This design comes from an exercise in tuning for small area on the open sky130 flow, not from production work. In this exercise RTL edits were held to simulation tests only and were not proved equivalent to the original.

## snn_fpga_top
module snn_fpga_top (
    input wire clk,
    input wire rst_n,
    input wire [31:0] host_addr,
    input wire [31:0] host_data_in,
    output reg [31:0] host_data_out,
    input wire host_write_en,
    input wire host_read_en,
    input wire start_compute,
    output wire compute_done,
    input wire [63:0] pixel_buffer,     
    output reg [79:0] result_buffer     
);
    reg [79:0] spike_counts;
    wire [9:0] output_spikes;
    wire w1_wr_en = host_write_en && (host_addr[13:12] == 2'b01);
    wire w2_wr_en = host_write_en && (host_addr[13:12] == 2'b10);
    snn_computation_core snn_core (
        .clk(clk),
        .rst_n(rst_n),
        .start_compute(start_compute),
        .input_data(pixel_buffer),
        .w1_wr_en(w1_wr_en),
        .w2_wr_en(w2_wr_en),
        .wr_post(host_addr[9:6]),
        .wr_pre(host_addr[5:2]),
        .wr_data(host_data_in[7:0]),
        .output_spikes(output_spikes),
        .compute_done(compute_done)
    );
    integer i;
    always @(posedge clk or negedge rst_n) begin
        if (!rst_n) begin
            spike_counts <= 80'h0;
            result_buffer <= 80'h0;
        end else if (compute_done) begin
            result_buffer <= spike_counts;
            spike_counts <= 80'h0;
  ...
Size: about 12000 cells after synthesis, ~250 I/O pins, about 0.14 sq mm of cells after synthesis.
clock: 15.0 ns
lec_check: 0
cap_margin: 20
core_margin: 2
core_utilization: 50
slew_margin: 20
standard.sh (not shown) runs the stock make flow with config.mk's settings and CLKGATE_MAP_FILE= SYNTH_SCRIPT=/design/flow/synth_recipe.tcl, a recipe that flattens the netlist after the stock synthesis.
==> flow/flow/run.sh <==
#!/bin/bash
# Own layout flow: the standard synthesis, then the combinational logic between the
# registers and full adders is re-mapped with an area-oriented ABC script, then the standard flow's
# standard layout (floorplan .. finish) runs on that netlist. fapol.py first picks the
# polarity of each full adder cell so that fewer inverters are needed around them. Registers are untouched.
set -euo pipefail
WORK=$(pwd)
R=$WORK/orfs/results/${FLOW_PLATFORM}/snn_fpga_top/base
LIB=$FLOW_HOME/platforms/${FLOW_PLATFORM}/lib/sky130_fd_sc_hd__tt_025C_1v80.lib
YOSYS=$(command -v yosys || echo "$FLOW_HOME/../tools/install/yosys/bin/yosys")

bash standard.sh synth > "$WORK/flow_synth.log" 2>&1

cp "$R/1_2_yosys.v" "$WORK/std_synth.v"
python3 "$WORK/flow/fapol.py" "$WORK/std_synth.v" "$WORK/fapol.v" > "$WORK/flow_fapol.log" 2>&1
sed -e "s#@LIB@#$LIB#g" -e "s#@IN@#$WORK/fapol.v#g" -e "s#@OUT@#$WORK/resyn.v#g" \
    -e "s#@TOP@#${FLOW_TOP}#g" -e "s#@SCRIPT@#$WORK/flow/resyn.abc#g" "$WORK/flow/resyn.ys" > "$WORK/resyn_run.ys"
"$YOSYS" -s "$WORK/resyn_run.ys" > "$WORK/flow_resyn.log" 2>&1

# hand the re-mapped netlist to the standard flow
cp "$WORK/resyn.v" "$R/1_2_yosys.v"
rm -f "$R/1_synth.odb"
touch "$R/1_2_yosys.v"
# clock tree: larger sink clusters and no dummy loads (fewer, still balanced, clock buffers)
bash standard.sh finish \
    "CTS_ARGS=-sink_clustering_enable -repair_clock_nets -dont_use_dummy_load -sink_clustering_size 30 -sink_clustering_max_diameter 80" \
    > "$WORK/flow_layout.log" 2>&1
==> flow/flow/resyn.ys <==
read_liberty -ignore_miss_func -ignore_miss_dir @LIB@
read_verilog @IN@
hierarchy -top @TOP@
# registers, full adders and tie cells stay as they are; everything else is re-mapped
setattr -mod -set keep_hierarchy 1 sky130_fd_sc_hd__df* sky130_fd_sc_hd__fa_* sky130_fd_sc_hd__conb_1
flatten
simplemap
opt -purge
abc -liberty @LIB@ -script @SCRIPT@ -dont_use sky130_fd_sc_hd__probe_p_8 -dont_use sky130_fd_sc_hd__probec_p_8 -dont_use sky130_fd_sc_hd__lpflow_*
setundef -zero
hilomap -singleton -hicell sky130_fd_sc_hd__conb_1 HI -locell sky130_fd_sc_hd__conb_1 LO
splitnets
opt_clean -purge
insbuf -buf sky130_fd_sc_hd__buf_4 A X
stat -liberty @LIB@
blackbox sky130_fd_sc_hd__*
write_verilog -noattr -nohex -nodec @OUT@
Other scripts of this flow, unchanged in this note and not shown: flow/flow/fapol.py, flow/flow/resyn.abc
Change:
--- a/flow/flow/run.sh
+++ b/flow/flow/run.sh
@@ -24,4 +24 @@
-# clock tree: larger sink clusters and no dummy loads (fewer, still balanced, clock buffers)
-bash standard.sh finish \
-    "CTS_ARGS=-sink_clustering_enable -repair_clock_nets -dont_use_dummy_load -sink_clustering_size 30 -sink_clustering_max_diameter 80" \
-    > "$WORK/flow_layout.log" 2>&1
+bash standard.sh finish > "$WORK/flow_layout.log" 2>&1
--- a/flow/flow/resyn.ys
+++ b/flow/flow/resyn.ys
@@ -7 +6,0 @@
-simplemap
CORE_UTILIZATION = 30   (was 50)
Result: The changed run failed in netlist read-in after synthesis.
Change:
--- a/flow/flow/run.sh
+++ b/flow/flow/run.sh
@@ -24 +24,4 @@
-bash standard.sh finish > "$WORK/flow_layout.log" 2>&1
+# clock tree: no dummy loads
+bash standard.sh finish \
+    "CTS_ARGS=-sink_clustering_enable -repair_clock_nets -dont_use_dummy_load" \
+    > "$WORK/flow_layout.log" 2>&1
--- a/flow/flow/resyn.ys
+++ b/flow/flow/resyn.ys
@@ -6,0 +7 @@
+simplemap
CORE_UTILIZATION = 50   (was 30)
After rerunning: The changed run passed the timing, design-rule and antenna checks.

========
== the previous run ==
snn_fpga_top, a different RTL version from the one above (not shown whole).
Size in the first run: roughly 130000 um2 of cells after synthesis.
export LEC_CHECK = 0
export CAP_MARGIN = 10
export CORE_MARGIN = 2
export CORE_UTILIZATION = 70
export SLEW_MARGIN = 10
create_clock -name core_clock -period 15.0 [get_ports {clk}]
==> flow/flow/run.sh <==
#!/bin/bash
# Own layout flow: the standard synthesis, then the combinational logic between the
# registers and full adders is re-mapped with an area-oriented ABC script, then the standard flow's
# standard layout (floorplan .. finish) runs on that netlist. fapol.py first picks the
# polarity of each full adder cell so that fewer inverters are needed around them. Registers are untouched.
set -euo pipefail
WORK=$(pwd)
R=$WORK/orfs/results/${FLOW_PLATFORM}/snn_fpga_top/base
LIB=$FLOW_HOME/platforms/${FLOW_PLATFORM}/lib/sky130_fd_sc_hd__tt_025C_1v80.lib
YOSYS=$(command -v yosys || echo "$FLOW_HOME/../tools/install/yosys/bin/yosys")

bash standard.sh synth > "$WORK/flow_synth.log" 2>&1

cp "$R/1_2_yosys.v" "$WORK/std_synth.v"
python3 "$WORK/flow/fapol.py" "$WORK/std_synth.v" "$WORK/fapol.v" > "$WORK/flow_fapol.log" 2>&1
# re-map with a few ABC scripts and keep the smallest result
best=""
bestarea=""
for abc in resyn_a.abc resyn_b.abc resyn_c.abc; do
    tag=${abc%.abc}
    sed -e "s#@LIB@#$LIB#g" -e "s#@IN@#$WORK/fapol.v#g" -e "s#@OUT@#$WORK/$tag.v#g" \
        -e "s#@TOP@#${FLOW_TOP}#g" -e "s#@SCRIPT@#$WORK/flow/$abc#g" "$WORK/flow/resyn.ys" > "$WORK/${tag}_run.ys"
    if "$YOSYS" -s "$WORK/${tag}_run.ys" > "$WORK/flow_${tag}.log" 2>&1; then
        area=$(grep "Chip area for top module" "$WORK/flow_${tag}.log" | tail -1 | awk '{print $NF}')
        echo "$tag $area" >> "$WORK/flow_resyn_areas.log"
        if [[ -n "$area" ]] && { [[ -z "$bestarea" ]] || python3 -c "import sys; sys.exit(0 if $area < $bestarea else 1)"; }; then
            best="$WORK/$tag.v"; bestarea=$area
        fi
    fi
done
[[ -n "$best" ]] || { echo "no re-mapped netlist" >&2; exit 1; }
cp "$best" "$WORK/resyn.v"
echo "kept $best $bestarea" >> "$WORK/flow_resyn_areas.log"

# the re-mapped netlist must hold only library cells
if grep -q '^ *\\\$\|^ *\$\|assign .*[~&|^]' "$WORK/resyn.v"; then
    echo "re-mapped netlist has unmapped logic" >&2
    exit 1
fi

# hand the re-mapped netlist to the standard flow
cp "$WORK/resyn.v" "$R/1_2_yosys.v"
rm -f "$R/1_synth.odb"
touch "$R/1_2_yosys.v"
# clock tree: larger sink clusters and no dummy loads (fewer, still balanced, clock buffers);
# ports are buffered as in the standard flow, with the smallest buffer
bash standard.sh finish \
    "CTS_ARGS=-sink_clustering_enable -repair_clock_nets -dont_use_dummy_load -sink_clustering_size 27 -sink_clustering_max_diameter 70" \
    "BUFFER_PORTS_ARGS=-buffer_cell sky130_fd_sc_hd__buf_1" \
    > "$WORK/flow_layout.log" 2>&1
Other scripts of this flow, unchanged in this note and not shown: flow/flow/fapol.py, flow/flow/resyn.ys, flow/flow/resyn_a.abc, flow/flow/resyn_b.abc, flow/flow/resyn_c.abc
Changes in the current run relative to the previous run:
diff --git a/flow/config.mk b/flow/config.mk
--- a/flow/config.mk
+++ b/flow/config.mk
@@ -10 +10 @@
-export CORE_UTILIZATION = 70
+export CORE_UTILIZATION = 60
--- outcome ---
- Per the comparison of the current run with the previous run, non-clock buffer share of cell area saw little to no change; total setup buffers inserted after CTS saw little to no change; count of clock-buffer cells in the layout saw an increase; half-perimeter wire length after placement saw an increase.
- Delta (the current run minus the previous run): sequential share of layout area shrank by 0.20 points; wire length of the first global-routing pass went up by 1.1%.

==> separate check: timing with driven ports <==
Ports are ideal in the flow. The routed layouts listed here were re-timed in OpenROAD.
Step 1 sets driving cells, clkbuf_16 on the clock port and buf_2 on the other inputs (assumed; they add their load-dependent delay and slew).
Step 2 times the ports against the registers' clock, not the clock port: input delays grow and output delays shrink by t, the midpoint of the rising clock arrivals with the driver on.
Three values: ideal ports, drivers, drivers and shift; two values: the first two.
run | t, ns | setup slack, ns | worst setup path after step 2 | worst register clock-pin slew, ns
the first run of note 1 | 0.933 | 3.943 / 3.943 / 3.943 | register to register | 0.12 / 0.12
the third run of note 1 | 0.983 | 3.943 / 3.943 / 3.943 | register to register | 0.06 / 0.06
the previous run | 0.908 | 3.597 / 3.597 / 3.597 | register to register | 0.10 / 0.10
the current run | 0.909 | 3.584 / 3.584 / 3.584 | register to register | 0.10 / 0.10
After both steps setup and hold are still met in every run listed.
